This design comes from an exercise in tuning for small area, a short achievable clock period and few clock cycles on the open sky130 flow, not from production work. Function was checked by simulation only, so behaviour that the tests miss may differ from the original.

## flow/design.v

```verilog
module INV_IP #(parameter IP_WIDTH = 6) (
    IN_1, IN_2,
    OUT_INV
);
input  [IP_WIDTH-1:0] IN_1, IN_2;
output signed [IP_WIDTH-1:0] OUT_INV;
reg [IP_WIDTH-1:0] a[IP_WIDTH+2:0];
reg [IP_WIDTH-1:0] b[IP_WIDTH+2:0];
reg [IP_WIDTH-1:0] q[IP_WIDTH+2:0];
reg [IP_WIDTH-1:0] mo[IP_WIDTH+2:0];
reg signed [IP_WIDTH-1:0] d[IP_WIDTH+2:0];
reg signed [IP_WIDTH-1:0] s[IP_WIDTH+2:0];
reg signed [IP_WIDTH-1:0] t[IP_WIDTH+2:0];
genvar i;
generate
    for(i=0;i<IP_WIDTH+3;i=i+1)begin:loop_mo
        always@(*)begin
          if(i==0)begin
            if(IN_1>IN_2)begin
                a[0] = IN_1;
                b[0] = IN_2;
            end
            else begin
                a[0] = IN_2;
                b[0] = IN_1;
            end
            q[0] = a[0]/b[0];
            mo[0] = a[0]%b[0];
          end
          else if(mo[i-1]!=0) begin
            a[i] = b[i-1];
            b[i] = mo[i-1];
            q[i] = a[i]/b[i];
            mo[i] = a[i]%b[i];
          end
          else begin
            a[i] = 1;
            b[i] = 0;
            q[i] = 0;
            mo[i] = 0;
          end
        end
    end
endgenerate
genvar j;
generate
    for(j=0;j<IP_WIDTH+3;j=j+1)begin:cal
        always@(*)begin
            if(b[IP_WIDTH+2-j]==0)begin
                d[j] = 1;
                s[j] = 1;
                t[j] = 0;
            end
            else if(j==0)begin
                d[j] = 1;
                s[j] = 1;
                t[j] = 0;
            end
            else  begin
                d[j] = d[(j==0)?0:j-1];
                s[j] = t[(j==0)?0:j-1];
                t[j] = s[(j==0)?0:j-1]-q[IP_WIDTH+2-j]*t[(j==0)?0:j-1];
            end
        end
    end
endgenerate
assign OUT_INV =(t[IP_WIDTH+2]>0)? t[IP_WIDTH+2]:t[IP_WIDTH+2]+a[0];
endmodule
module EC_TOP(
    clk, rst_n, in_valid,
    in_Px, in_Py, in_Qx, in_Qy, in_prime, in_a,
    out_valid, out_Rx, out_Ry
);
input clk, rst_n, in_valid;
input [6-1:0] in_Px, in_Py, in_Qx, in_Qy, in_prime, in_a;
output reg out_valid;
output reg [6-1:0] out_Rx, out_Ry;
parameter IDLE = 3'b0;
parameter IN_DATA = 3'b1;
parameter CAL1 = 3'b010;
parameter CAL2 = 3'b011;
parameter CAL3 = 3'b100;
parameter CAL4 = 3'b101;
parameter OUT = 3'b110;
reg [2:0] current_state,next_state;
reg [5:0] Px,Py,Qx,Qy;
reg [5:0] npx,npy,nqx,nqy,nrx;
reg [5:0] pr,a;
reg [5:0] in1,in2;
wire [5:0] wout;
reg [20:0] fup;
reg [20:0] s;
reg  [7:0] Rx,Ry;
reg [10:0] bin1;
always@(posedge clk or negedge rst_n)begin
    if(!rst_n) current_state<=IDLE;
    else current_state<=next_state;
end
always@(*)begin
    case(current_state)
    IDLE:begin
        if(in_valid) next_state = IN_DATA;
        else next_state = IDLE;
    end
    IN_DATA:begin
      if(!in_valid)  next_state = CAL1;
      else next_state = IN_DATA;
    end
    CAL1:begin
        next_state = CAL2;
    end
    CAL2:begin
        next_state = CAL3;
    end
    CAL3:begin
        next_state = CAL4;
    end
    CAL4:begin
        next_state = OUT;
    end
    OUT:begin
        next_state = IDLE;
    end
    default:next_state = IDLE;
    endcase
end
always@(posedge clk or negedge rst_n)begin
    if(!rst_n)begin
        Px<=0;
        Py<=0;
        Qx<=0;
        Qy<=0;
        pr<=0;
        a<=0;
    end
    else if(in_valid)begin
        Px<=in_Px;
        Py<=in_Py;
        Qx<=in_Qx;
        Qy<=in_Qy;
        pr<=in_prime;
        a<=in_a;
    end
end
always@(*)begin
    npx = pr-Px;
    npy = pr-Py;
    nqx = pr-Qx;
    nqy = pr-Qy;
    nrx = pr-Rx;
end
always@(*)begin
    if((Px==Qx)&&(Py==Qy)) begin
        bin1 = (2*Py)%pr;
        in1=bin1;
        in2=pr;
    end
    else begin
        bin1 = (Qx+npx)%pr;
        in1=bin1;
        in2 = pr;
    end
end
INV_IP #(.IP_WIDTH(6)) I_INV_IP ( .IN_1(in1), .IN_2(in2), .OUT_INV(wout));
always @(posedge clk or negedge rst_n) begin
    if(!rst_n)begin
        fup<=0;
    end
    else if(current_state==CAL1)begin
        if((Px==Qx)&&(Py==Qy)) begin
            fup<=(3*Px*Px+a)%pr;
        end
        else begin
            fup<=(Qy+npy)%pr;
        end
    end
end
always @(posedge clk or negedge rst_n) begin
    if(!rst_n)begin
        s<=0;
    end
    else if(current_state==CAL2)begin
            s<=(fup*wout)%pr;
    end
end
always @(posedge clk or negedge rst_n) begin
    if(!rst_n)begin
        Rx<=0;
    end
    else if(current_state==CAL3)begin
            Rx<=((s*s)+npx+nqx)%pr;
    end
end
always @(posedge clk or negedge rst_n) begin
    if(!rst_n)begin
        Ry<=0;
    end
    else if(current_state==CAL4)begin
        Ry<=(s*(Px+nrx)+npy)%pr;
    end
end
always@(posedge clk or negedge rst_n)begin
    if(!rst_n)begin
        out_valid<=0;
        out_Rx<=0;
        out_Ry<=0;
    end
    else if(current_state==OUT)begin
        out_valid<=1;
        out_Rx<=Rx;
        out_Ry<=Ry;
    end
    else begin
        out_valid<=0;
        out_Rx<=0;
        out_Ry<=0;
    end
end
endmodule
```

## flow/run.sh

```bash
#!/bin/bash
# synth_recipe.tcl (not shown) runs the flow's synth.tcl, then flattens the netlist and writes it again
# the make line also repeats each setting of config.mk as NAME=value (left out here)
make -C /OpenROAD-flow-scripts/flow DESIGN_CONFIG=/design/flow/config.mk WORK_HOME=/design/flow/orfs CLKGATE_MAP_FILE= SYNTH_SCRIPT=/design/flow/synth_recipe.tcl finish
```

## flow/config.mk

```make
export PLATFORM = sky130hd
export DESIGN_NAME = EC_TOP
export DESIGN_NICKNAME = EC_TOP
export VERILOG_FILES = /design/flow/design.v
export SDC_FILE = /design/flow/constraint.sdc
export NUM_CORES = 4
export LEC_CHECK = 0
export CAP_MARGIN = 20
export CORE_MARGIN = 2
export CORE_UTILIZATION = 30
export SLEW_MARGIN = 20
```

## flow/constraint.sdc

```tcl
create_clock -name core_clock -period 160.0 [get_ports {clk}]
set_input_delay 32.0000 -clock core_clock [delete_from_list [all_inputs] [get_ports {clk}]]
set_output_delay 32.0000 -clock core_clock [all_outputs]
set_load 0.01 [all_outputs]
```

==> impl_metrics.json, run 1 <==
{
  "reg2reg_to": "s[0]$_DFFE_PN0P_",
  "cp_slowest_stage_delay_ns": 0.68,
  "fp.dieH_um": 512,
  "dp_slack_ns": 2.17,
  "reg.largest.list": "fup x21, s x21",
  "tns_ns": 0,
  "area_growth_pct": 6.80,
  "hold_depth": 2,
  "gr-total-overflow": 0,
  "place_hpwl_mm": 188,
  "fin_worst_skew_ns": 0.0197,
  "ys.warnings.count": 9,
  "grt_max_degree": 60,
  "routed_wl_mm": 229,
  "synth_top_area_share_pct": 17.3,
  "synthCells": 10400,
  "nFillCells": 27600,
  "max_slew_margin_pct": 6.38,
  "antenna_found_initial": 4,
  "cts_buffers": 9,
  "netlist_area_um2": 77300,
  "fin_ws_ns": 11.45,
  "cts_root_buffer": "clkbuf_16",
  "fin_nets": 11800,
  "crit_family": "compound AO/OA/AOI/OAI gates",
  "gp_routability_congestion": 0.931,
  "drc": 0,
  "worst-path-buf-inv": 49,
  "cts_tree": "built",
  "drtPass1Iterations": 6,
  "clkLatencyLatePin_ns": 0.41,
  "worstReg2RegStart": "pr[0]$_DFFE_PN0P_",
  "grt_usage_pct": 16.9,
  "synth_ff_type": "dfrtp_1",
  "start_kind": "register",
  "initial_core_util_pct": 30.1,
  "core_um2": 257000,
  "hold_class": "register to register",
  "io_buffers": 51,
  "synth-seq-cells": 106,
  "grt_pass1_vias": 70800,
  "avgRoutedWirePerCell_um": 16.7,
  "htreeDepth": 3,
  "synth_cell_types": 173,
  "hold_path.startpoint": "Ry[5]$_DFFE_PN0N_",
  "drtAntennaViolNets": 0,
  "tightest_slew_ns": 1.39,
  "synth_top_family_by_area": "adder cells",
  "synth_mux_area_share_pct": 4.05,
  "vias": 74800,
  "cp.depth": 706,
  "synth_fa_ha_area_share_pct": 27.1,
  "dieArea_um2": 262000,
  "crit_type": "register to register",
  "ff2ff_setup_slack_ns": 11.45,
  "fmax_ghz": 0.00673,
  "cp_common_cell": "ha_1",
  "worstPathArrival_ns": 148.88,
  "whs_ns": 0.485,
  "synth_xor_area_share_pct": 8.02,
  "die_x_um": 512,
  "final-setup-viol-count": 0,
  "rows": 186,
  "post-route-util_pct": 32.2,
  "vias_per_cell": 5.47,
  "holdPathEnd": "Ry[5]$_DFFE_PN0N_",
  "antennaDiodeCount": 0,
  "worstPathMaxFanout": 26,
  "drv_cap": 0,
  "path_clk_slew_ns": 0.09,
  "ys_async_sr_fraction_pct": 100,
  "synth_area_leader_cell": "ha_1",
  "cts.sinks": 106,
  "cp_data_required_time_ns": 160.33,
  "critPathLaunch": "pr[0]$_DFFE_PN0P_",
  "cts_buffer_depth": 2,
  "avgSynthCellArea_um2": 7.47,
  "crit_path_top_delay_cell": "or4b_1",
  "hold_violations": 0,
  "status": "no timing/DRC/antenna violations",
  "cp-end-kind": "register",
  "period_needed_ns": 148.55,
  "crit_end": "s[0]$_DFFE_PN0P_",
  "ys_top_cells_by_area": "ha_1 (17%), fa_1 (9.6%), xnor2_1 (5.3%)",
  "finalCritPeriodShare_pct": 92.8,
  "yosysSeqAreaShare_pct": 3.43,
  "synth-simple-area-share_pct": 26.1,
  "drtIter0Drc": 4889,
  "drive_above_1_share_pct": 7.66,
  "postCtsHoldBufs": 0,
  "pin_count": 52,
  "timing.final.max_slew_violations": 0,
  "synth-edff-count": 0,
  "synth_compound_area_share_pct": 25.6,
  "r2r_cells": 706,
  "grt_pass1_wl_mm": 374
}
[repair_timing]
| item | in CTS | in global routing |
|---|---|---|
| resized for setup | 0 | 137 |
| buffers inserted | 0 | 27 |
| setup endpoints to repair | 0 | 21 |
[logic make-up after synthesis]
kind of cell / after synthesis
muxes: 287
adders and majority gates: 1452
other: 1
AOI/OAI and AO/OA: 2870
buffers and inverters: 1050
and+or+nand+nor: 3887
DFF: 106
xor gates and xnor gates: 698
[metal layers]
metal / global-route usage, % / vias up / wire, um
li1: - / 37600 / -
met1: 23.6 / 35300 / 110000
met2: 28.5 / 1677 / 105000
met3: 0.965 / 245 / 9000
met4: 3.20 / 2 / 4520
met5: 0 / - / 18
[per-stage QoR]
step	instances	cell area [um^2]
after floorplan	10400	77400
after global placement	13600	81500
after detailed placement	13600	81500
after CTS	13600	81800
after global routing	13700	82600
final	13700	82600
[layout make-up]
| cell class | instances | area [um^2] | share of cell area [%] |
|---|---|---|---|
| multi-input cells | 9216 | 71000 | 86.0 |
| well taps | 3384 | 4230 | 5.13 |
| flip-flops and latches | 106 | 2660 | 3.22 |
| repair buffers | 166 | 1390 | 1.68 |
| clock buffers | 11 | 253 | 0.306 |
| clock inverters | 5 | 46.3 | 0.0560 |
| inverters | 786 | 2980 | 3.61 |
[Yosys cell counts (26+ instances only)]
cell / n
and2_1: 305
or3_1: 107
a211o_1: 31
o21a_1: 434
nand4_1: 113
o211ai_1: 59
nor3_1: 551
nor2_1: 819
mux2_2: 150
and4_1: 32
o2111ai_1: 29
a21oi_1: 605
nand3_1: 198
and3_1: 110
nor3b_1: 28
dfrtp_1: 106
nor2b_1: 129
nor4_1: 69
fa_1: 372
buf_2: 38
o31ai_1: 191
o31a_1: 26
o21ai_0: 427
or4_1: 33
a211oi_1: 91
nand2_1: 916
ha_1: 1068
mux2i_1: 119
a21boi_0: 32
xnor2_1: 464
or2_2: 88
a21o_1: 210
a31oi_1: 104
o21ai_1: 110
xor2_1: 226
clkbuf_1: 143
nand2b_1: 146
buf_4: 47
inv_1: 766
o21bai_1: 83
[cell usage in the layout (no fill, tap or decap), types with 29 or more instances in the layout]
master           instances
a21oi_1                587
nand2b_1               143
mux2i_1                116
inv_1                  759
o211ai_1                59
o31ai_1                190
nand3_1                197
a21o_1                 206
a211o_1                 30
a211oi_1                87
nor2_1                 815
or3_1                  105
buf_4                  114
and4_1                  32
mux2_2                 150
or4_1                   33
o21a_1                 433
a31oi_1                100
a21boi_0                32
o21ai_1                116
dfrtp_1                104
and2_1                 303
nand2_1                910
xnor2_1                463
nand4_1                113
clkdlybuf4s50_1         49
nor2b_1                121
xor2_1                 225
o21ai_0                415
fa_1                   372
nor3_1                 546
and3_1                 109
or2_2                   88
nor4_1                  64
o2111ai_1               29
ha_1                  1068
o21bai_1                83
Testbench counts, summed over its fixed seeds: cycles 11,208.
==> run 2, diff against run 1 <==
==> flow/design.v (replaced) <==
module EC_TOP(
    clk, rst_n, in_valid,
    in_Px, in_Py, in_Qx, in_Qy, in_prime, in_a,
    out_valid, out_Rx, out_Ry
);
input clk, rst_n, in_valid;
input [5:0] in_Px, in_Py, in_Qx, in_Qy, in_prime, in_a;
output reg out_valid;
output reg [5:0] out_Rx, out_Ry;
wire [5:0] p = in_prime;
wire [5:0] Px = in_Px, Py = in_Py, Qx = in_Qx, Qy = in_Qy, a = in_a;
function [5:0] modred;
    input [13:0] x;
    input [5:0]  p;
    input integer rows;
    reg [14:0] r;
    integer k;
    begin
        r = {1'b0, x};
        for (k = 7; k >= 0; k = k - 1)
            if (k < rows && r[k +: 7] >= {1'b0, p})
                r[k +: 7] = r[k +: 7] - {1'b0, p};
        modred = r[5:0];
    end
endfunction
function [5:0] modsub;
    input [5:0] x, y, p;
    reg [6:0] d;
    begin
        d = {1'b0, x} - {1'b0, y};
        if (d[6]) d = d + {1'b0, p};
        modsub = d[5:0];
    end
endfunction
function [5:0] half;
    input [5:0] x, p;
    reg [6:0] t;
    begin
        t = x[0] ? {1'b0, x} + {1'b0, p} : {1'b0, x};
        half = t[6:1];
    end
endfunction
wire dbl = (Px == Qx);
wire [11:0] px2  = Px * Px;
wire [5:0]  px2m = modred({2'b0, px2}, p, 6);
wire [7:0]  n3   = {2'b0, px2m} + {1'b0, px2m, 1'b0} + {2'b0, a};
wire [5:0]  numd = modred({6'b0, n3}, p, 2);
wire [5:0]  numa = modsub(Qy, Py, p);
wire [6:0]  py2  = {Py, 1'b0};
wire [5:0]  dend = (py2 >= {1'b0, p}) ? py2 - {1'b0, p} : py2[5:0];
wire [5:0]  dena = modsub(Qx, Px, p);
wire [5:0]  num  = dbl ? numd : numa;
wire [5:0]  den  = dbl ? dend : dena;
function [5:0] bound;
    input [5:0] x;
    input integer m;
    integer b;
    begin
        for (b = 0; b < 6; b = b + 1)
            bound[b] = (m >= (1 << b)) ? x[b] : 1'b0;
    end
endfunction
function [5:0] halfsub;
    input [5:0] xa, xb, p;
    reg [6:0] d;
    reg [7:0] t;
    begin
        d = {1'b0, xa} - {1'b0, xb};
        t = {d[6], d} + (d[0] ? {2'b0, p} : d[6] ? {1'b0, p, 1'b0} : 8'd0);
        halfsub = t[6:1];
    end
endfunction
reg [5:0] u, v, x1, x2, xa, xb;
reg [6:0] du;
reg swap;
integer i;
always @(*) begin
    u = den; v = p; x1 = num; x2 = 6'd0;
    for (i = 0; i < 10; i = i + 1) begin
        u = bound(u, (i == 0) ? 60 : (i < 7) ? 30 : (i == 7) ? 15 : (i == 8) ? 7 : 3);
        v = bound(v, (i < 6) ? 61 : (i == 6) ? 29 : (i == 7) ? 9 : (i == 8) ? 5 : 3);
        du = {1'b0, u} - {1'b0, v};
        swap = u[0] & du[6];
        xa = swap ? x2 : x1;
        xb = u[0] ? (swap ? x1 : x2) : 6'd0;
        if (swap) begin
            x2 = x1;
            v = u;
        end
        x1 = halfsub(xa, xb, p);
        u = !u[0] ? u >> 1 : swap ? (~du[5:0] + 6'd1) >> 1 : du[6:1];
    end
end
wire [5:0] s = x2;
wire [11:0] s2  = s * s;
wire [6:0]  cx  = {p, 1'b0} - {1'b0, Px} - {1'b0, Qx};
wire [5:0]  Rx  = modred({2'b0, s2} + {7'b0, cx}, p, 6);
wire [6:0]  e   = {1'b0, Px} + {1'b0, p} - {1'b0, Rx};
wire [12:0] se  = s * e;
wire [5:0]  Ry  = modred({1'b0, se} + {8'b0, p} - {8'b0, Py}, p, 7);
always @(posedge clk or negedge rst_n) begin
    if (!rst_n) begin
        out_valid <= 1'b0;
        out_Rx <= 6'd0;
        out_Ry <= 6'd0;
    end else begin
        out_valid <= in_valid;
        out_Rx <= in_valid ? Rx : 6'd0;
        out_Ry <= in_valid ? Ry : 6'd0;
    end
end
endmodule
==> run 2 against run 1 <==
Routed wire length down 74%. Synthesized cell count is 72% lower. Hold slack better by 32 ns. Non-clock buffer count fell by 95. First-iteration DRC count decreased by 79%. Area after synthesis decreased by 72%. Cell area down 71%. Die area down 71%. Global-route usage down 1.2 points.
==> impl_metrics.json, run 2 <==
{
  "netlist_area_um2": 22000,
  "antennaDiodeCount": 0,
  "fin_nets": 3440,
  "pin_count": 52,
  "layoutNonFillerInstCount": 3836,
  "cp_data_required_time_ns": 160.10,
  "avgRoutedWirePerCell_um": 15.6,
  "fp.dieH_um": 275,
  "yosysSeqAreaShare_pct": 1.48,
  "synth_top_area_share_pct": 23.2,
  "tightest_slew_ns": 0.934,
  "io_buffers": 51,
  "cp-end-kind": "register",
  "synthCells": 2861,
  "drtPass1Iterations": 7,
  "crit_type": "primary input to register",
  "timing.final.max_slew_violations": 0,
  "tns_ns": 0,
  "hold_violations": 0,
  "cts_root_buffer": "clkbuf_16",
  "rsz0062_at_grt": "no",
  "vias_per_cell": 5.11,
  "rows": 99,
  "cts_buffers": 3,
  "synth_ff_type": "dfrtp_1",
  "drc": 0,
  "cts_resized": 0,
  "cp_common_cell": "a21o_1",
  "drv_cap": 0,
  "avgSynthCellArea_um2": 7.70,
  "dieArea_um2": 75600,
  "initial_core_util_pct": 30.2,
  "worstPathMaxFanout": 14,
  "grt_pass1_wl_mm": 98.2,
  "final_cell_mix": "ha_1 (409), inv_1 (326), a21oi_1 (233), nor2_1 (205), nand2_1 (201)",
  "ys_async_sr_fraction_pct": 100,
  "grt_pass1_vias": 19300,
  "worstPathArrival_ns": 114.48,
  "vias": 19600,
  "nFillCells": 7788,
  "gp_routability_congestion": 0.884,
  "reg.largest.list": "out_Rx x6, out_Ry x6, out_valid x1",
  "hold_class": "primary input to asynchronous set/reset pin",
  "fmax_ghz": 0.00874,
  "cp_slowest_stage_delay_ns": 0.69,
  "dp_slack_ns": 45.73,
  "start_kind": "primary input",
  "routed_wl_mm": 59.8,
  "final-setup-viol-count": 0,
  "cts_setup_buffers": 0,
  "htreeDepth": 1,
  "ys.warnings.count": 1,
  "antenna_found_initial": 2,
  "grt_usage_pct": 15.6,
  "ys_top_cells_by_area": "ha_1 (23%), fa_1 (10%), xnor2_1 (6.8%)",
  "grt_max_degree": 40,
  "synth_area_leader_cell": "ha_1",
  "core_um2": 72800,
  "cts_buffer_depth": 2,
  "synth_common_cells": "ha_1 (409), inv_1 (330), a21oi_1 (233), nor2_1 (205), nand2_1 (201)",
  "synth_cell_types": 105,
  "path_clk_slew_ns": 0.04,
  "cts.sinks": 13,
  "gr-total-overflow": 0,
  "synth.most_common_cell": "ha_1",
  "place_inst": 3832,
  "finalCritPeriodShare_pct": 71.5,
  "drtAntennaViolNets": 0,
  "max_slew_margin_pct": 37.7,
  "place_hpwl_mm": 49.0,
  "layout_commonest_cell": "ha_1",
  "postCtsHoldBufs": 0,
  "drtIter0Drc": 1051,
  "status": "no timing/DRC/antenna violations",
  "cts_tree": "built",
  "period_needed_ns": 114.38,
  "drive_above_1_share_pct": 6.71,
  "synth-seq-cells": 13,
  "die_x_um": 275,
  "synth-edff-count": 0,
  "area_growth_pct": 7.60,
  "crit_path_top_delay_cell": "nor3_1",
  "fin_ws_ns": 45.62
}
==> run 2: cell types whose count changed in the layout (fill, tap and decap cells not counted), sizes merged, moves of 292 or more <==
| cell | previous run | this run |
|---|---|---|
| nand2 | 923 | 203 |
| ha | 1068 | 409 |
| nor2 | 828 | 210 |
| nor3 | 575 | 29 |
| inv | 785 | 334 |
| o21a | 435 | 19 |
| o21ai | 546 | 158 |
| a21oi | 616 | 236 |
| xnor2 | 466 | 171 |
| and2 | 312 | 20 |
==> run 2: path summary, 6_finish.rpt <==
kind                          start                  end  slack, ns  cells after the start
worst max-delay path       in_Px[4]  out_Ry[5]$_DFF_PN0_      45.62                    394
worst min-delay path          rst_n  out_Rx[3]$_DFF_PN0_      32.13                      1
max in group asynchronous     rst_n  out_Ry[1]$_DFF_PN0_     127.49                      1
min in group core_clock    in_valid  out_valid$_DFF_PN0_      32.23                      1
==> run 2: per-stage QoR <==
step	instance area, um^2	util, %	hold slack, ns
floorplan	22000	-	31.70
global placement	23600	32.4	32.40
detailed placement	23600	32.4	32.41
CTS	23700	32.5	32.15
global route	23700	32.5	32.19
finish	23700	32.5	32.13
==> run 2: area by class of cell <==
cell class	count	area [um^2]	area share [%]
inverters	338	1270	5.36
clock buffers	4	78.8	0.333
flip-flops and latches	13	325	1.37
well taps	959	1200	5.06
repair buffers	71	651	2.75
multi-input cells	2451	20200	85.1
==> run 2: per-layer routing <==
layer	vias up	wire (um)	global-route usage (%)
met3	51	1760	0.820
met1	9196	29200	21.2
met2	297	28000	27.8
met4	4	813	2.23
met5	-	32	0
li1	10100	-	-
==> run 2: critical path, delay by kind of cell <==
family,cells,cell delay (ns)
compound gates,188,36.02
mux,21,7.29
fa+ha+maj,57,19.11
xor+xnor,16,2.85
buf+inv,38,3.79
simple gates,74,13.29
==> run 2: kinds of logic after synthesis <==
family                     share of synthesized area (%)
muxes                                               8.40
xor gates and xnor gates                            10.7
buffers and inverters                               6.96
DFF                                                 1.48
adders and majority gates                           33.6
and+or+nand+nor                                     15.4
AOI/OAI and AO/OA                                   23.4
Testbench counts of run 2, summed over its fixed seeds: cycles 1,608.
==> run 3, diff against run 2 <==
==> flow/flow/run.sh (new file) <==
#!/bin/bash
# Own layout flow: the standard ORFS flow, with a different synthesis mapping:
#  - ripple-carry adders (no Kogge-Stone extra map, no full-adder cell extraction),
#  - abc technology mapping with flow/abc.script (area-oriented map with a delay target).
# Registers, their names and everything after synthesis are as in the standard flow.
set -euo pipefail
W=$(pwd)
mkdir -p "$W/mysynth"
python3 - "$FLOW_HOME/scripts/synth.tcl" "$W/mysynth/synth.tcl" "$W/flow/abc.script" <<'PY'
import sys
src, dst, abc = sys.argv[1:]
s = open(src).read()
old = "  log_cmd abc {*}$abc_args\n"
assert s.count(old) == 1
s = s.replace(old, "  set abc_args [lreplace $abc_args 1 1 %s]\n%s" % (abc, old))
open(dst, "w").write(s)
PY
bash standard.sh SYNTH_SCRIPT="$W/flow/my_synth.tcl" MY_SYNTH_TCL="$W/mysynth/synth.tcl" \
    SYNTH_OPERATIONS_ARGS=-nofsm ADDER_MAP_FILE= finish > "$W/flow_make.log" 2>&1
==> flow/flow/abc.script (new file) <==
strash
dch
map -D 70000 -B 0.9
topo
stime -c
buffer -c
upsize -c -D 70000
dnsize -c -D 70000
==> flow/flow/my_synth.tcl (new file) <==
# The standard flow's synthesis wrapper (synth_recipe.tcl), sourcing a copy of ORFS's synth.tcl
# whose abc call uses flow/abc.script (see run.sh).
proc synth {args} { yosys synth -nofsm -noshare {*}$args }
source $::env(MY_SYNTH_TCL)
# left out here: clear keep_hierarchy, flatten, clean up, hide names made inside functions, write 1_2_yosys.v
==> flow/standard.sh (new file) <==
#!/bin/bash
# synth_recipe.tcl (not shown) runs the flow's synth.tcl, then flattens the netlist and writes it again
# the make line also repeats each setting of config.mk as NAME=value (left out here)
make -C /OpenROAD-flow-scripts/flow DESIGN_CONFIG=/design/flow/config.mk WORK_HOME=/design/flow/orfs CLKGATE_MAP_FILE= SYNTH_SCRIPT=/design/flow/synth_recipe.tcl "${@:-finish}"
removed: flow/run.sh
==> run 3 against run 2 <==
Still clean on timing, DRC and antenna. Die area decreased by 6.2%. Worst setup slack improved by 31 ns. Routed wire length increased by 12%. Core utilization decreased by 0.24 points. Synthesized cell count increased by 62%. Cell area decreased by 6.8%. Clock-buffer cell count unchanged. Flip-flop and latch count unchanged. Final cell count increased by 43%. Non-clock buffer count unchanged.
==> impl_metrics.json, run 3 <==
{
  "status": "no timing/DRC/antenna violations",
  "grt_pass1_wl_mm": 112,
  "cp_data_required_time_ns": 160.17,
  "drv_cap": 0,
  "synth-seq-cells": 13,
  "reg.largest.list": "out_Rx x6, out_Ry x6, out_valid x1",
  "drive_above_1_share_pct": 2.04,
  "hold_violations": 0,
  "vias": 27300,
  "drtIter0Drc": 2079,
  "cp_common_cell": "nand2_1",
  "worstPathArrival_ns": 83.14,
  "cp_slowest_stage_delay_ns": 0.77,
  "synth.most_common_cell": "nand2_1",
  "cts.sinks": 13,
  "synth_ff_type": "dfrtp_1",
  "gp_routability_congestion": 0.953,
  "critPathLaunch": "in_Px[2]",
  "die_x_um": 266,
  "initial_core_util_pct": 30.2,
  "cp-end-kind": "register",
  "fin_area_um2": 22100,
  "drc": 0,
  "cts_tree": "built",
  "cts_resized": 0,
  "antennaDiodeCount": 0,
  "yosysSeqAreaShare_pct": 1.58,
  "fin_nets": 4648,
  "final_cell_mix": "nand2_1 (2083), nand3_1 (747), inv_1 (603), nor2_1 (345), o21ai_0 (196)",
  "ys_async_sr_fraction_pct": 100,
  "synth_common_cells": "nand2_1 (2083), nand3_1 (747), inv_1 (607), nor2_1 (345), o21ai_0 (198)",
  "finalCritPeriodShare_pct": 51.9,
  "htreeDepth": 1,
  "ys.warnings.count": 1,
  "crit_path_top_delay_cell": "clkdlybuf4s50_1",
  "hold_class": "primary input to asynchronous set/reset pin",
  "tns_ns": 0,
  "io_buffers": 51,
  "pin_count": 52,
  "rows": 96,
  "antenna_found_initial": 0,
  "routed_wl_mm": 66.9,
  "core_um2": 68300,
  "timing.final.max_slew_violations": 0,
  "grt_pass1_vias": 24000,
  "ys_top_cells_by_area": "nand2_1 (38%), nand3_1 (18%), inv_1 (11%)",
  "netlist_area_um2": 20600,
  "dieArea_um2": 70900,
  "crit_type": "primary input to register",
  "placed_area_um2": 22000,
  "start_kind": "primary input",
  "rsz0062_at_grt": "no",
  "grt_usage_pct": 18.4,
  "postCtsHoldBufs": 0,
  "period_needed_ns": 82.97,
  "synthCells": 4632,
  "avgSynthCellArea_um2": 4.45,
  "path_clk_slew_ns": 0.04,
  "fp.dieH_um": 266,
  "synth-edff-count": 0,
  "cts_buffer_depth": 2,
  "area_growth_pct": 7.01,
  "fmax_ghz": 0.0121,
  "place_hpwl_mm": 52.9,
  "cts_buffers": 3,
  "layout_commonest_cell": "nand2_1",
  "gr-total-overflow": 0,
  "max_slew_margin_pct": 39.4,
  "drtAntennaViolNets": 0,
  "cts_root_buffer": "clkbuf_16",
  "cts_setup_buffers": 0,
  "avgRoutedWirePerCell_um": 12.2,
  "synth_area_leader_cell": "nand2_1",
  "tightest_slew_ns": 0.899,
  "worstPathMaxFanout": 21,
  "grt_max_degree": 50,
  "final-setup-viol-count": 0,
  "synth_top_area_share_pct": 37.9,
  "drtPass1Iterations": 6,
  "vias_per_cell": 4.97,
  "synth_cell_types": 36
}
[run 3: cell count changes in the layout (fill, tap and decap cells not counted), moves of 140 or more]
cell,delta
a21o_1,-155
ha_1,-409
inv_1,+277
nand2_1,+1882
nand3_1,+726
nor2_1,+140
[run 3: area by class of cell]
cell class,count,area [um^2]
fillers,7906,46300
multi-input cells,3905,17600
inverters,615,2310
well taps,882,1100
repair buffers,71,636
flip-flops and latches,13,325
clock buffers,4,78.8
[run 3: worst max path at each step]
stage / depth (start not counted) / to
after floorplan: 384 / out_Ry[3]$_DFF_PN0_
final: 388 / out_Ry[1]$_DFF_PN0_
after detailed placement: 384 / out_Ry[1]$_DFF_PN0_
after global routing: 380 / out_Ry[1]$_DFF_PN0_
after CTS: 386 / out_Ry[1]$_DFF_PN0_
after global placement: 379 / out_Ry[3]$_DFF_PN0_
[run 3: cells by family after synthesis]
kind of cell	after synthesis	share of synthesized area, %
compound gates	388	10.5
xor+xnor	167	7.16
simple gates	3348	67.7
flops	13	1.58
buf+inv	714	13.0
mux	2	0.103
[run 3: worst max-delay path, delay by kind of cell]
kind                      cells  cell delay [ns]
and+or+nand+nor             316            37.74
buffers and inverters        35             2.79
xor gates and xnor gates      6             1.48
AOI/OAI and AO/OA            31             8.98
[run 3: per-stage QoR]
step / std cells / utilization (%) / hold slack, ns / worst slack, ns
finish: 5490 / 32.3 / 32.14 / 77.03
global route: 5490 / 32.3 / 32.19 / 68.75
CTS: 5490 / 32.3 / 32.16 / 77.74
detailed placement: 5486 / 32.2 / 32.41 / 77.62
global placement: 5486 / 32.2 / 32.41 / 78.58
floorplan: 4632 / - / 31.70 / 86.94
[run 3: per-layer routing]
metal	vias to the layer above	routed length, um	global-route usage (%)
met3	110	4210	1.47
li1	14600	-	-
met2	787	30200	32.3
met1	11800	31000	24.5
met4	0	1390	3.69
met5	-	0	0
==> run 4, diff against run 3 <==
==> flow/design.v (replaced) <==
module EC_TOP(
    clk, rst_n, in_valid,
    in_Px, in_Py, in_Qx, in_Qy, in_prime, in_a,
    out_valid, out_Rx, out_Ry
);
input clk, rst_n, in_valid;
input [5:0] in_Px, in_Py, in_Qx, in_Qy, in_prime, in_a;
output reg out_valid;
output [5:0] out_Rx, out_Ry;
localparam CUT = 7;
function [5:0] modred;
    input [13:0] x;
    input [5:0]  p;
    input integer rows;
    reg [14:0] r;
    reg [7:0] t;
    integer k;
    begin
        r = {1'b0, x};
        for (k = 7; k >= 0; k = k - 1)
            if (k < rows) begin
                t = {1'b0, r[k +: 7]} - {2'b0, p};
                if (!t[7]) r[k +: 7] = t[6:0];
            end
        modred = r[5:0];
    end
endfunction
function [5:0] modsub;
    input [5:0] x, y, p;
    reg [6:0] d;
    begin
        d = {1'b0, x} - {1'b0, y};
        if (d[6]) d = d + {1'b0, p};
        modsub = d[5:0];
    end
endfunction
function [11:0] square;
    input [5:0] x;
    integer i, j;
    reg [11:0] acc;
    begin
        acc = 12'd0;
        for (i = 0; i < 6; i = i + 1) begin
            acc = acc + ({11'd0, x[i]} << (2 * i));
            for (j = i + 1; j < 6; j = j + 1)
                acc = acc + ({11'd0, x[i] & x[j]} << (i + j + 1));
        end
        square = acc;
    end
endfunction
function [5:0] bound;
    input [5:0] x;
    input integer m;
    integer b;
    begin
        for (b = 0; b < 6; b = b + 1)
            bound[b] = (m >= (1 << b)) ? x[b] : 1'b0;
    end
endfunction
function [5:0] halfsub;
    input [5:0] xa, xb, p;
    reg [6:0] d;
    reg [7:0] t;
    begin
        d = {1'b0, xa} - {1'b0, xb};
        t = {d[6], d} + (d[0] ? {2'b0, p} : d[6] ? {1'b0, p, 1'b0} : 8'd0);
        halfsub = t[6:1];
    end
endfunction
function integer umax;
    input integer i;
    umax = (i == 0) ? 60 : (i < 7) ? 30 : (i == 7) ? 15 : (i == 8) ? 7 : 3;
endfunction
function integer vmax;
    input integer i;
    vmax = (i < 6) ? 61 : (i == 6) ? 29 : (i == 7) ? 9 : (i == 8) ? 5 : 3;
endfunction
wire [5:0] p = in_prime;
wire [5:0] Px = in_Px, Py = in_Py, Qx = in_Qx, Qy = in_Qy, a = in_a;
wire dbl = (Px == Qx);
wire [11:0] px2  = square(Px);
wire [5:0]  px2m = modred({2'b0, px2}, p, 6);
wire [7:0]  n3   = {2'b0, px2m} + {1'b0, px2m, 1'b0} + {2'b0, a};
wire [5:0]  numd = modred({6'b0, n3}, p, 2);
wire [5:0]  numa = modsub(Qy, Py, p);
wire [6:0]  py2  = {Py, 1'b0};
wire [7:0]  pyd  = {1'b0, py2} - {2'b0, p};
wire [5:0]  dend = pyd[7] ? py2[5:0] : pyd[5:0];
wire [5:0]  dena = modsub(Qx, Px, p);
wire [5:0]  num  = dbl ? numd : numa;
wire [5:0]  den  = dbl ? dend : dena;
function [23:0] step;
    input integer i;
    input [23:0] st;
    input [5:0] p;
    reg [5:0] u, v, x1, x2, xa, xb;
    reg [6:0] du, dv;
    reg swap;
    begin
        u = bound(st[23:18], umax(i));
        v = bound(st[17:12], vmax(i));
        x1 = st[11:6];
        x2 = st[5:0];
        du = {1'b0, u} - {1'b0, v};
        dv = {1'b0, v} - {1'b0, u};
        swap = u[0] & du[6];
        xa = swap ? x2 : x1;
        xb = u[0] ? (swap ? x1 : x2) : 6'd0;
        if (swap) begin
            x2 = x1;
            v = u;
        end
        x1 = halfsub(xa, xb, p);
        u = !u[0] ? u >> 1 : swap ? dv[6:1] : du[6:1];
        step = {u, v, x1, x2};
    end
endfunction
reg [23:0] sta;
integer ia;
always @(*) begin
    sta = {den, p, num, 6'd0};
    for (ia = 0; ia < CUT; ia = ia + 1)
        sta = step(ia, sta, p);
end
reg [23:0] st_r;
reg [5:0] p_r, px_r, py_r;
reg [6:0] cx_r;
always @(posedge clk) begin
    st_r <= sta;
    p_r  <= p;
    px_r <= Px;
    py_r <= Py;
    cx_r <= {p, 1'b0} - {1'b0, Px} - {1'b0, Qx};
end
always @(posedge clk or negedge rst_n) begin
    if (!rst_n) out_valid <= 1'b0;
    else        out_valid <= in_valid;
end
reg [23:0] stb;
integer ib;
always @(*) begin
    stb = st_r;
    for (ib = CUT; ib < 10; ib = ib + 1)
        stb = step(ib, stb, p_r);
end
wire [5:0] s = stb[5:0];
wire [11:0] s2  = square(s);
wire [5:0]  Rx  = modred({2'b0, s2} + {7'b0, cx_r}, p_r, 6);
wire [6:0]  e   = {1'b0, px_r} + {1'b0, p_r} - {1'b0, Rx};
wire [12:0] se  = s * e;
wire [5:0]  Ry  = modred({1'b0, se} + {8'b0, p_r} - {8'b0, py_r}, p_r, 7);
assign out_Rx = out_valid ? Rx : 6'd0;
assign out_Ry = out_valid ? Ry : 6'd0;
endmodule
==> flow/flow/abc.script (replaced) <==
strash
balance
rewrite
refactor
balance
rewrite
rewrite -z
balance
refactor -z
rewrite -z
balance
ifraig
scorr
dc2
dretime
strash
dch -f
map -D 30000 -B 0.9
topo
stime -c
buffer -c
upsize -c -D 30000
dnsize -c -D 30000
--- a/flow/config.mk
+++ b/flow/config.mk
@@ -7,5 +7,5 @@
 export LEC_CHECK = 0
 export CAP_MARGIN = 20
 export CORE_MARGIN = 2
-export CORE_UTILIZATION = 30
+export CORE_UTILIZATION = 55
 export SLEW_MARGIN = 20
==> run 4 against run 3 <==
Still clean on timing, DRC and antenna. Sequential share of layout area increased by 3.1 points. Flip-flop and latch count rose by 33. Fmax increased by 36%. Critical endpoint is now out_Ry[0].
==> impl_metrics.json, run 4 <==
{
  "status": "no timing/DRC/antenna violations",
  "crit_type": "register to output port",
  "layout_commonest_cell": "nand2_1",
  "grt_max_degree": 35,
  "rows": 68,
  "htreeDepth": 2,
  "cts_buffers": 5,
  "cts.sinks": 46,
  "whs_ns": 31.83,
  "fmax_ghz": 0.0164,
  "worstPathArrival_ns": 28.97,
  "synth_ff_type": "dfxtp_1",
  "place_hpwl_mm": 43.9,
  "dieArea_um2": 36500,
  "netlist_area_um2": 19300,
  "cts_buffer_depth": 2,
  "synth_top_area_share_pct": 35.3,
  "drtIter0Drc": 1448,
  "io_buffers": 51,
  "tns_ns": 0,
  "drtAntennaViolNets": 0,
  "reg.largest.list": "st_r x20, cx_r x7",
  "cp_data_required_time_ns": 128.00,
  "initial_core_util_pct": 55.8,
  "pin_count": 52,
  "core_um2": 34500,
  "hold_violations": 0,
  "avgSynthCellArea_um2": 4.64,
  "hold_class": "primary input to asynchronous set/reset pin",
  "worstPathMaxFanout": 30,
  "path_clk_slew_ns": 0.07,
  "drtPass1Iterations": 5,
  "synth.most_common_cell": "nand2_1",
  "cts_setup_buffers": 0,
  "gp_routability_congestion": 0.925,
  "ys_top_cells_by_area": "nand2_1 (35%), nand3_1 (17%), inv_1 (11%)",
  "gr-total-overflow": 0,
  "top_register": "st_r",
  "final_cell_mix": "nand2_1 (1811), nand3_1 (637), inv_1 (556), o21ai_0 (256), nor2_1 (221)",
  "synth-edff-count": 0,
  "fp.dieH_um": 191,
  "synth_cell_types": 36,
  "synth_common_cells": "nand2_1 (1811), nand3_1 (637), inv_1 (556), o21ai_0 (257), nor2_1 (221)",
  "antenna_found_initial": 0,
  "start_kind": "register",
  "ys.warnings.count": 1,
  "area_growth_pct": 5.64,
  "cp_slowest_stage_delay_ns": 0.63,
  "vias": 24100,
  "drc": 0,
  "crit_path_top_delay_cell": "dfxtp_1",
  "yosysSeqAreaShare_pct": 4.81,
  "final-setup-viol-count": 0,
  "max_slew_margin_pct": 39.3,
  "grt_pass1_wl_mm": 93.6,
  "finalCritPeriodShare_pct": 38.1,
  "drive_above_1_share_pct": 2.72,
  "postCtsHoldBufs": 0,
  "avgRoutedWirePerCell_um": 12.1,
  "rsz0062_at_grt": "no",
  "post-route-util_pct": 58.9,
  "vias_per_cell": 5.24,
  "cts_root_buffer": "clkbuf_16",
  "synth-seq-cells": 46,
  "fin_nets": 4188,
  "antennaDiodeCount": 0,
  "synth_area_leader_cell": "nand2_1",
  "grt_pass1_vias": 20400,
  "cp-end-kind": "output port",
  "cp_common_cell": "nand2_1",
  "cts_resized": 0,
  "grt_usage_pct": 30.4,
  "routed_wl_mm": 55.9,
  "synthCells": 4157,
  "die_x_um": 191,
  "ys_async_sr_fraction_pct": 2.17,
  "period_needed_ns": 60.97,
  "drv_cap": 0,
  "largest_reg_flops": 20,
  "tightest_slew_ns": 0.908,
  "timing.final.max_slew_violations": 0,
  "nFillCells": 3936,
  "cts_tree": "built"
}
-- run 4: critical path: cells and delay by family, from the launching register on --
family,cells,cell delay (ns)
and+or+nand+nor,193,22.50
AOI/OAI and AO/OA,13,3.58
buffers and inverters,17,1.77
xor gates and xnor gates,1,0.13
DFF,1,0.63
-- run 4: kinds of logic after synthesis --
family                     synth area share, %
AOI/OAI and AO/OA                         12.8
xor gates and xnor gates                  7.82
and+or+nand+nor                           61.6
DFF                                       4.81
adders and majority gates                0.260
buffers and inverters                     12.8
-- run 4: final cells by class --
class,count,area (um^2),area share (%)
Multi-Input combinational cell,3455,15900,78.0
Inverter,563,2110,10.4
Sequential cell,46,926,4.55
Timing Repair Buffer,78,713,3.50
Tap cell,455,569,2.80
Clock buffer,5,125,0.615
Clock inverter,3,21.3,0.104
-- run 4: through the flow --
step | cell area (um^2) | setup slack [ns] | std cells
after floorplan | 19300 | 105.18 | 4157
after global placement | 20200 | 99.83 | 4597
after detailed placement | 20200 | 99.74 | 4597
after CTS | 20400 | 99.30 | 4605
after global routing | 20400 | 93.74 | 4605
final | 20400 | 99.03 | 4605
-- run 4: per-layer routing --
layer	GRT usage [%]	up-vias	wire length, um
li1	-	13200	-
met1	39.9	10300	26600
met2	53.0	513	24900
met3	1.34	101	2640
met4	10.2	0	1800
met5	0	-	0
-- run 4: how the worst max path moves through the flow --
stage	from	endpoint	slack, ns	depth (start not counted)
6_report	st_r[18]$_DFF_P_	out_Ry[0]	99.03	224
2_1_floorplan	st_r[18]$_DFF_P_	out_Ry[3]	105.18	231
4_1_cts	st_r[18]$_DFF_P_	out_Ry[0]	99.30	223
5_1_grt	st_r[18]$_DFF_P_	out_Ry[0]	93.74	232
3_3_place_gp	st_r[18]$_DFF_P_	out_Ry[3]	99.83	226
3_5_place_dp	st_r[18]$_DFF_P_	out_Ry[0]	99.74	223
Testbench counts of run 4, summed over its fixed seeds: cycles 1,608.
==> run 5, diff against run 4 <==
--- a/flow/design.v
+++ b/flow/design.v
@@ -146,9 +146,9 @@
 wire [5:0] s = stb[5:0];
 wire [11:0] s2  = square(s);
 wire [5:0]  Rx  = modred({2'b0, s2} + {7'b0, cx_r}, p_r, 6);
-wire [6:0]  e   = {1'b0, px_r} + {1'b0, p_r} - {1'b0, Rx};
-wire [12:0] se  = s * e;
-wire [5:0]  Ry  = modred({1'b0, se} + {8'b0, p_r} - {8'b0, py_r}, p_r, 7);
+wire [5:0]  e   = modsub(px_r, Rx, p_r);
+wire [11:0] se  = s * e;
+wire [5:0]  Ry  = modred({2'b0, se} + {8'b0, p_r} - {8'b0, py_r}, p_r, 6);
 assign out_Rx = out_valid ? Rx : 6'd0;
 assign out_Ry = out_valid ? Ry : 6'd0;
 endmodule
--- a/flow/flow/run.sh
+++ b/flow/flow/run.sh
@@ -1,6 +1,6 @@
 #!/bin/bash
 # Own layout flow: the standard ORFS flow, with a different synthesis mapping:
-#  - ripple-carry adders (no Kogge-Stone extra map, no full-adder cell extraction),
+#  - no full-adder cell extraction (adders stay plain gates for abc),
 #  - abc technology mapping with flow/abc.script (area-oriented map with a delay target).
 # Registers, their names and everything after synthesis are as in the standard flow.
 set -euo pipefail
@@ -16,4 +16,4 @@
 open(dst, "w").write(s)
 PY
 bash standard.sh SYNTH_SCRIPT="$W/flow/my_synth.tcl" MY_SYNTH_TCL="$W/mysynth/synth.tcl" \
-    SYNTH_OPERATIONS_ARGS=-nofsm ADDER_MAP_FILE= finish > "$W/flow_make.log" 2>&1
+    ADDER_MAP_FILE= finish > "$W/flow_make.log" 2>&1
==> flow/flow/abc.script (replaced) <==
strash
ifraig
scorr
dc2
dretime
strash
dch -f
map -D 30000 -B 0.9
strash
dch -f
map -D 30000 -B 0.9
topo
stime -c
buffer -c
upsize -c -D 30000
dnsize -c -D 30000
--- a/flow/config.mk
+++ b/flow/config.mk
@@ -7,5 +7,5 @@
 export LEC_CHECK = 0
 export CAP_MARGIN = 20
 export CORE_MARGIN = 2
-export CORE_UTILIZATION = 55
+export CORE_UTILIZATION = 70
 export SLEW_MARGIN = 20
==> run 5 against run 4 <==
Critical path type unchanged. Flip-flop and latch count did not move. Via count rose by 1.8%. Routed wire length fell by 3.6%. Critical path depth fell by 11. Core utilization rose by 15 points.
==> impl_metrics.json, run 5 <==
{
  "crit_path_top_delay_cell": "dfxtp_1",
  "layout_commonest_cell": "nand2_1",
  "fmax_ghz": 0.0167,
  "drc": 0,
  "fin_nets": 4175,
  "synth.most_common_cell": "nand2_1",
  "status": "no timing/DRC/antenna violations",
  "dp_slack_ns": 100.92,
  "gr-total-overflow": 0,
  "cp.depth": 213,
  "tightest_slew_ns": 0.832,
  "rows": 60,
  "fp.dieH_um": 169,
  "avgSynthCellArea_um2": 4.59,
  "cts_resized": 0,
  "crit_family": "simple AND/OR/NAND/NOR gates",
  "pin_count": 52,
  "tns_ns": 0,
  "cts_tree": "built",
  "largest_reg_flops": 20,
  "io_buffers": 51,
  "cp_slowest_stage_delay_ns": 0.62,
  "yosysSeqAreaShare_pct": 4.87,
  "max_slew_margin_pct": 44.3,
  "finalCritPeriodShare_pct": 37.5,
  "top_register": "st_r",
  "synth_area_leader_cell": "nand2_1",
  "netlist_area_um2": 19000,
  "cts_setup_buffers": 0,
  "vias_per_cell": 5.49,
  "synth_ff_type": "dfxtp_1",
  "htreeDepth": 2,
  "grt_pass1_vias": 20500,
  "drtIter0Drc": 2066,
  "synth_top_area_share_pct": 36.6,
  "worstPathArrival_ns": 28.02,
  "cp_common_cell": "nand2_1",
  "final_cell_mix": "nand2_1 (1852), inv_1 (581), nand3_1 (577), nor2_1 (279), o21ai_0 (230)",
  "core_um2": 26800,
  "initial_core_util_pct": 70.9,
  "synth-edff-count": 0,
  "antennaDiodeCount": 0,
  "avgRoutedWirePerCell_um": 12.0,
  "grt_max_degree": 42,
  "worst-path-buf-inv": 13,
  "reg.largest.list": "st_r x20, cx_r x7",
  "antenna_found_initial": 0,
  "ys_async_sr_fraction_pct": 2.17,
  "hold_violations": 0,
  "place_hpwl_mm": 41.8,
  "vias": 24600,
  "final-setup-viol-count": 0,
  "fin_ws_ns": 99.98,
  "synthCells": 4144,
  "start_kind": "register",
  "dieArea_um2": 28500,
  "drv_cap": 0,
  "gp_routability_congestion": 0.962,
  "drive_above_1_share_pct": 1.96,
  "grt_usage_pct": 36.7,
  "worstPathMaxFanout": 25,
  "drtAntennaViolNets": 0,
  "nFillCells": 2726,
  "cts.sinks": 46,
  "cts_root_buffer": "clkbuf_16",
  "drtPass1Iterations": 6,
  "cts_buffer_depth": 2,
  "cts_buffers": 5,
  "crit_end": "out_Ry[0]",
  "hold_class": "primary input to asynchronous set/reset pin",
  "ys_top_cells_by_area": "nand2_1 (37%), nand3_1 (15%), inv_1 (11%)",
  "area_growth_pct": 4.96,
  "timing.final.max_slew_violations": 0,
  "grt_pass1_wl_mm": 90.1,
  "die_x_um": 169,
  "cp_data_required_time_ns": 128.00,
  "period_needed_ns": 60.02,
  "synth_cell_types": 42,
  "routed_wl_mm": 53.9,
  "ys.warnings.count": 1,
  "postCtsHoldBufs": 0,
  "synth_common_cells": "nand2_1 (1852), inv_1 (581), nand3_1 (577), nor2_1 (279), o21ai_0 (230)",
  "cp-end-kind": "output port",
  "critPathLaunch": "st_r[18]$_DFF_P_",
  "rsz0062_at_grt": "no",
  "synth-seq-cells": 46,
  "crit_type": "register to output port",
  "path_clk_slew_ns": 0.07
}
==> run 5: cell count changes in the layout (fill, tap and decap cells not counted), moves of 8 or more <==
cell and delta:
nand3_1 -60, nor2_1 +58, nand2_1 +41, xor2_1 +30, o21ai_0 -26, or2_2 -26, inv_1 +25, xnor2_1 -21
a21boi_0 -13, nor3_1 +11, a21oi_1 -10, and2_1 -8
==> run 5: area by class of cell <==
| cell class | count | area [um^2] | share of cell area [%] |
|---|---|---|---|
| multi-input combinational | 3423 | 15500 | 77.9 |
| clock buffer | 6 | 129 | 0.646 |
| timing repair buffer | 74 | 683 | 3.43 |
| inverter | 586 | 2200 | 11.0 |
| clock inverter | 2 | 37.5 | 0.188 |
| tap | 341 | 427 | 2.14 |
| sequential | 46 | 926 | 4.64 |
==> run 5: worst min-delay path by stage <==
stage,startpoint,end,slack (ns),cells past startpoint
2_1_floorplan,rst_n,out_valid$_DFF_PN0_,31.70,0
3_3_place_gp,rst_n,out_valid$_DFF_PN0_,32.15,1
3_5_place_dp,rst_n,out_valid$_DFF_PN0_,32.16,1
4_1_cts,rst_n,out_valid$_DFF_PN0_,31.85,1
5_1_grt,rst_n,out_valid$_DFF_PN0_,31.86,1
6_report,rst_n,out_valid$_DFF_PN0_,31.84,1
==> run 5: logic make-up after synthesis <==
group	Yosys count	synth area share (%)
AO/OA/AOI/OAI	397	11.5
XOR/XNOR	181	8.34
adder cells (fa/ha/maj)	1	0.0527
buffers and inverters	675	13.3
flip-flops	46	4.87
multiplexers	1	0.0527
AND/OR/NAND/NOR	2843	61.8
==> run 5: routing by layer <==
metal  GRT usage [%]  up-vias  wire length [um]
met5               0        -                 0
met4            12.6        0              1820
met3            2.27      152              4030
met2            64.6      880             24300
met1            47.7    10500             23800
li1                -    13000                 -
==> run 5: stage by stage <==
step | utilization, % | area [um^2] | std cells | hold WS, ns
floorplan | - | 19000 | 4144 | 31.70
global placement | 73.8 | 19800 | 4470 | 32.15
detailed placement | 73.8 | 19800 | 4470 | 32.16
CTS | 74.4 | 19900 | 4478 | 31.85
global route | 74.4 | 19900 | 4478 | 31.86
finish | 74.4 | 19900 | 4478 | 31.84
Testbench counts of run 5, summed over its fixed seeds: cycles 1,608.
==> run 6, diff against run 5 <==
--- a/flow/design.v
+++ b/flow/design.v
@@ -7,7 +7,7 @@
 input [5:0] in_Px, in_Py, in_Qx, in_Qy, in_prime, in_a;
 output reg out_valid;
 output [5:0] out_Rx, out_Ry;
-localparam CUT = 7;
+localparam CUT = 8;
 function [5:0] modred;
     input [13:0] x;
     input [5:0]  p;
@@ -78,8 +78,10 @@
 wire [5:0] p = in_prime;
 wire [5:0] Px = in_Px, Py = in_Py, Qx = in_Qx, Qy = in_Qy, a = in_a;
 wire dbl = (Px == Qx);
-wire [11:0] px2  = square(Px);
-wire [5:0]  px2m = modred({2'b0, px2}, p, 6);
+wire [6:0]  pmx  = {1'b0, p} - {1'b0, Px};
+wire [5:0]  h    = (pmx[5:0] < Px) ? pmx[5:0] : Px;
+wire [11:0] h2   = square(h);
+wire [5:0]  px2m = modred({2'b0, h2}, p, 4);
 wire [7:0]  n3   = {2'b0, px2m} + {1'b0, px2m, 1'b0} + {2'b0, a};
 wire [5:0]  numd = modred({6'b0, n3}, p, 2);
 wire [5:0]  numa = modsub(Qy, Py, p);
--- a/flow/config.mk
+++ b/flow/config.mk
@@ -7,5 +7,5 @@
 export LEC_CHECK = 0
 export CAP_MARGIN = 20
 export CORE_MARGIN = 2
-export CORE_UTILIZATION = 70
+export CORE_UTILIZATION = 55
 export SLEW_MARGIN = 20
==> run 6 against run 5 <==
Area after synthesis is 1.8% lower. Highest routed layer unchanged. Worst setup slack better by 1.3 ns. Critical path type is now primary input to register. Hold slack worse by 0.020 ns. Critical endpoint is now st_r[11]$_DFF_P_. Still clean. Core utilization is 15 points lower.
==> impl_metrics.json, run 6 <==
{
  "status": "no timing/DRC/antenna violations",
  "critPathLaunch": "in_prime[0]",
  "routed_wl_mm": 55.2,
  "cts_resized": 0,
  "drc": 0,
  "synth-edff-count": 0,
  "layout_commonest_cell": "nand2_1",
  "place_hpwl_mm": 43.2,
  "nFillCells": 3794,
  "crit_path_top_delay_cell": "a21boi_1",
  "grt_pass1_vias": 19700,
  "drtPass1Iterations": 6,
  "cts_setup_buffers": 0,
  "core_um2": 33400,
  "antennaDiodeCount": 0,
  "avgSynthCellArea_um2": 4.60,
  "largest_reg_flops": 18,
  "drive_above_1_share_pct": 2.22,
  "top_layer": "met4",
  "synth_top_area_share_pct": 36.9,
  "fp.dieH_um": 188,
  "area_growth_pct": 5.70,
  "dr_wl_met2_mm": 24.5,
  "grt_usage_pct": 30.6,
  "synth_cell_types": 39,
  "ys_top_cells_by_area": "nand2_1 (37%), nand3_1 (15%), inv_1 (11%)",
  "netlist_area_um2": 18700,
  "crit_end": "st_r[11]$_DFF_P_",
  "wl_met1_mm": 26.5,
  "synth_area_leader_cell": "nand2_1",
  "grt_max_degree": 41,
  "avgRoutedWirePerCell_um": 12.3,
  "cp-end-kind": "register",
  "start_kind": "primary input",
  "drv_cap": 0,
  "cts_tree": "built",
  "cts.sinks": 44,
  "cp_common_cell": "nand2_1",
  "final_cell_mix": "nand2_1 (1833), nand3_1 (572), inv_1 (532), nor2_1 (263), o21ai_0 (222)",
  "htreeDepth": 2,
  "cts_buffer_depth": 2,
  "reg.largest.list": "st_r x18, cx_r x7",
  "hold_class": "primary input to asynchronous set/reset pin",
  "yosysSeqAreaShare_pct": 4.75,
  "finalCritPeriodShare_pct": 36.7,
  "pin_count": 52,
  "gr-total-overflow": 0,
  "synth-seq-cells": 44,
  "worstPathArrival_ns": 58.97,
  "drtIter0Drc": 1691,
  "ys.warnings.count": 1,
  "grt_pass1_wl_mm": 92.3,
  "path_clk_slew_ns": 0.07,
  "synth.most_common_cell": "nand2_1",
  "io_buffers": 51,
  "drtAntennaViolNets": 0,
  "initial_core_util_pct": 55.8,
  "vias": 23500,
  "vias_per_cell": 5.21,
  "final-setup-viol-count": 0,
  "die_x_um": 188,
  "crit_type": "primary input to register",
  "timing.final.max_slew_violations": 0,
  "worstPathMaxFanout": 36,
  "cp_data_required_time_ns": 160.21,
  "period_needed_ns": 58.76,
  "synthCells": 4056,
  "max_slew_margin_pct": 47.3,
  "postCtsHoldBufs": 0,
  "cp_slowest_stage_delay_ns": 0.49,
  "post-route-util_pct": 59.0,
  "ys_async_sr_fraction_pct": 2.27,
  "fmax_ghz": 0.0170,
  "gp_routability_congestion": 0.925,
  "rows": 67,
  "cts_root_buffer": "clkbuf_16",
  "top_register": "st_r",
  "synth_common_cells": "nand2_1 (1833), nand3_1 (572), inv_1 (532), nor2_1 (263), o21ai_0 (222)",
  "tightest_slew_ns": 0.788,
  "hold_violations": 0,
  "antenna_found_initial": 0,
  "cts_buffers": 5,
  "met3_wirelength_mm": 3.28,
  "tns_ns": 0,
  "rsz0062_at_grt": "no",
  "fin_nets": 4088,
  "synth_ff_type": "dfxtp_1",
  "dieArea_um2": 35400
}
==> run 6: cell types whose count changed in the layout (fill, tap and decap cells not counted), sizes merged, moves of 8 or more <==
cell    before   now
or2         51    59
inv        581   532
a21oi       79    71
o211ai      11    19
clkinv       5    15
nand2     1852  1833
nor2       279   263
==> run 6: routing by layer <==
layer	global-route usage, %	up-vias
met5	0	-
met4	6.33	0
met3	1.71	63
met2	52.1	588
met1	42.5	10000
li1	-	12800
==> run 6: worst min path at each step <==
stage	end	from	slack (ns)
after floorplan	out_valid$_DFF_PN0_	rst_n	31.70
after global placement	out_valid$_DFF_PN0_	rst_n	32.15
after detailed placement	out_valid$_DFF_PN0_	rst_n	32.15
after CTS	out_valid$_DFF_PN0_	rst_n	31.82
after global routing	out_valid$_DFF_PN0_	rst_n	31.82
final	out_valid$_DFF_PN0_	rst_n	31.82
==> run 6: cell type report <==
type | instances | area, um^2 | area share [%]
clock buffers | 6 | 139 | 0.704
repair buffers | 73 | 676 | 3.43
inverters | 547 | 2050 | 10.4
clock inverters | 2 | 15.0 | 0.0761
multi-input cells | 3378 | 15400 | 78.0
well taps | 448 | 561 | 2.84
flip-flops and latches | 44 | 886 | 4.49
==> run 6: worst max-delay path, delay by kind of cell <==
family	cells	cell delay [ns]
buffers and inverters	14	1.78
XOR/XNOR	2	0.42
AO/OA/AOI/OAI	15	4.04
AND/OR/NAND/NOR	206	20.63
==> run 6: metrics by stage <==
stage,cell area (um^2),worst slack (ns),cells,hold slack (ns)
6_report,19700,101.24,4498,31.82
5_1_grt,19700,96.56,4498,31.82
4_1_cts,19700,101.50,4498,31.82
3_5_place_dp,19600,101.21,4490,32.15
3_3_place_gp,19600,101.37,4490,32.15
2_1_floorplan,18700,106.14,4056,31.70
==> run 6: kinds of logic after synthesis <==
group / after synthesis / share of synthesized area (%)
simple gates: 2794 / 61.8
flops: 44 / 4.75
compound gates: 394 / 11.7
buf+inv: 634 / 12.8
xor+xnor: 187 / 8.78
fa+ha+maj: 3 / 0.161
Testbench counts of run 6, summed over its fixed seeds: cycles 1,608.

## afterwards: timing with drivers on the ports
In the flow no input, the clock included, has a driving cell. The finished layouts below were timed again as built, in two steps.
Step 1 (the two cells are an assumption about what drives the block):
set clk [get_ports {clk}]
set_driving_cell -lib_cell sky130_fd_sc_hd__clkbuf_16 $clk
set_driving_cell -lib_cell sky130_fd_sc_hd__buf_2 [delete_from_list [all_inputs] $clk]
Step 2, shift: input delay + t, output delay - t, t = (earliest + latest rising clock arrival at the registers) / 2. This alone moves slack from input paths to output paths.
a / b / c = ideal ports / drivers / drivers and shift; a / b = the first two.
| run | shift t [ns] | setup slack, ns | worst setup path at the end | worst register clock-pin slew, ns |
|---|---|---|---|---|
| run 1 | 0.453 | 11.453 / 11.453 / 11.453 | register to register | 0.09 / 0.09 |
| run 2 | 0.260 | 45.620 / 45.607 / 45.348 | input to register | 0.04 / 0.04 |
| run 3 | 0.263 | 77.032 / 77.030 / 76.767 | input to register | 0.04 / 0.04 |
| run 4 | 0.344 | 99.027 / 98.982 / 99.326 | register to output | 0.07 / 0.07 |
| run 5 | 0.328 | 99.977 / 99.938 / 100.266 | register to output | 0.07 / 0.07 |
| run 6 | 0.352 | 101.240 / 101.263 / 100.910 | input to register | 0.07 / 0.07 |
After both steps setup and hold are still met in every run listed. The setup slack of run 6, which loses most, moves by +0.023 ns with the drivers and by -0.330 ns with both steps.
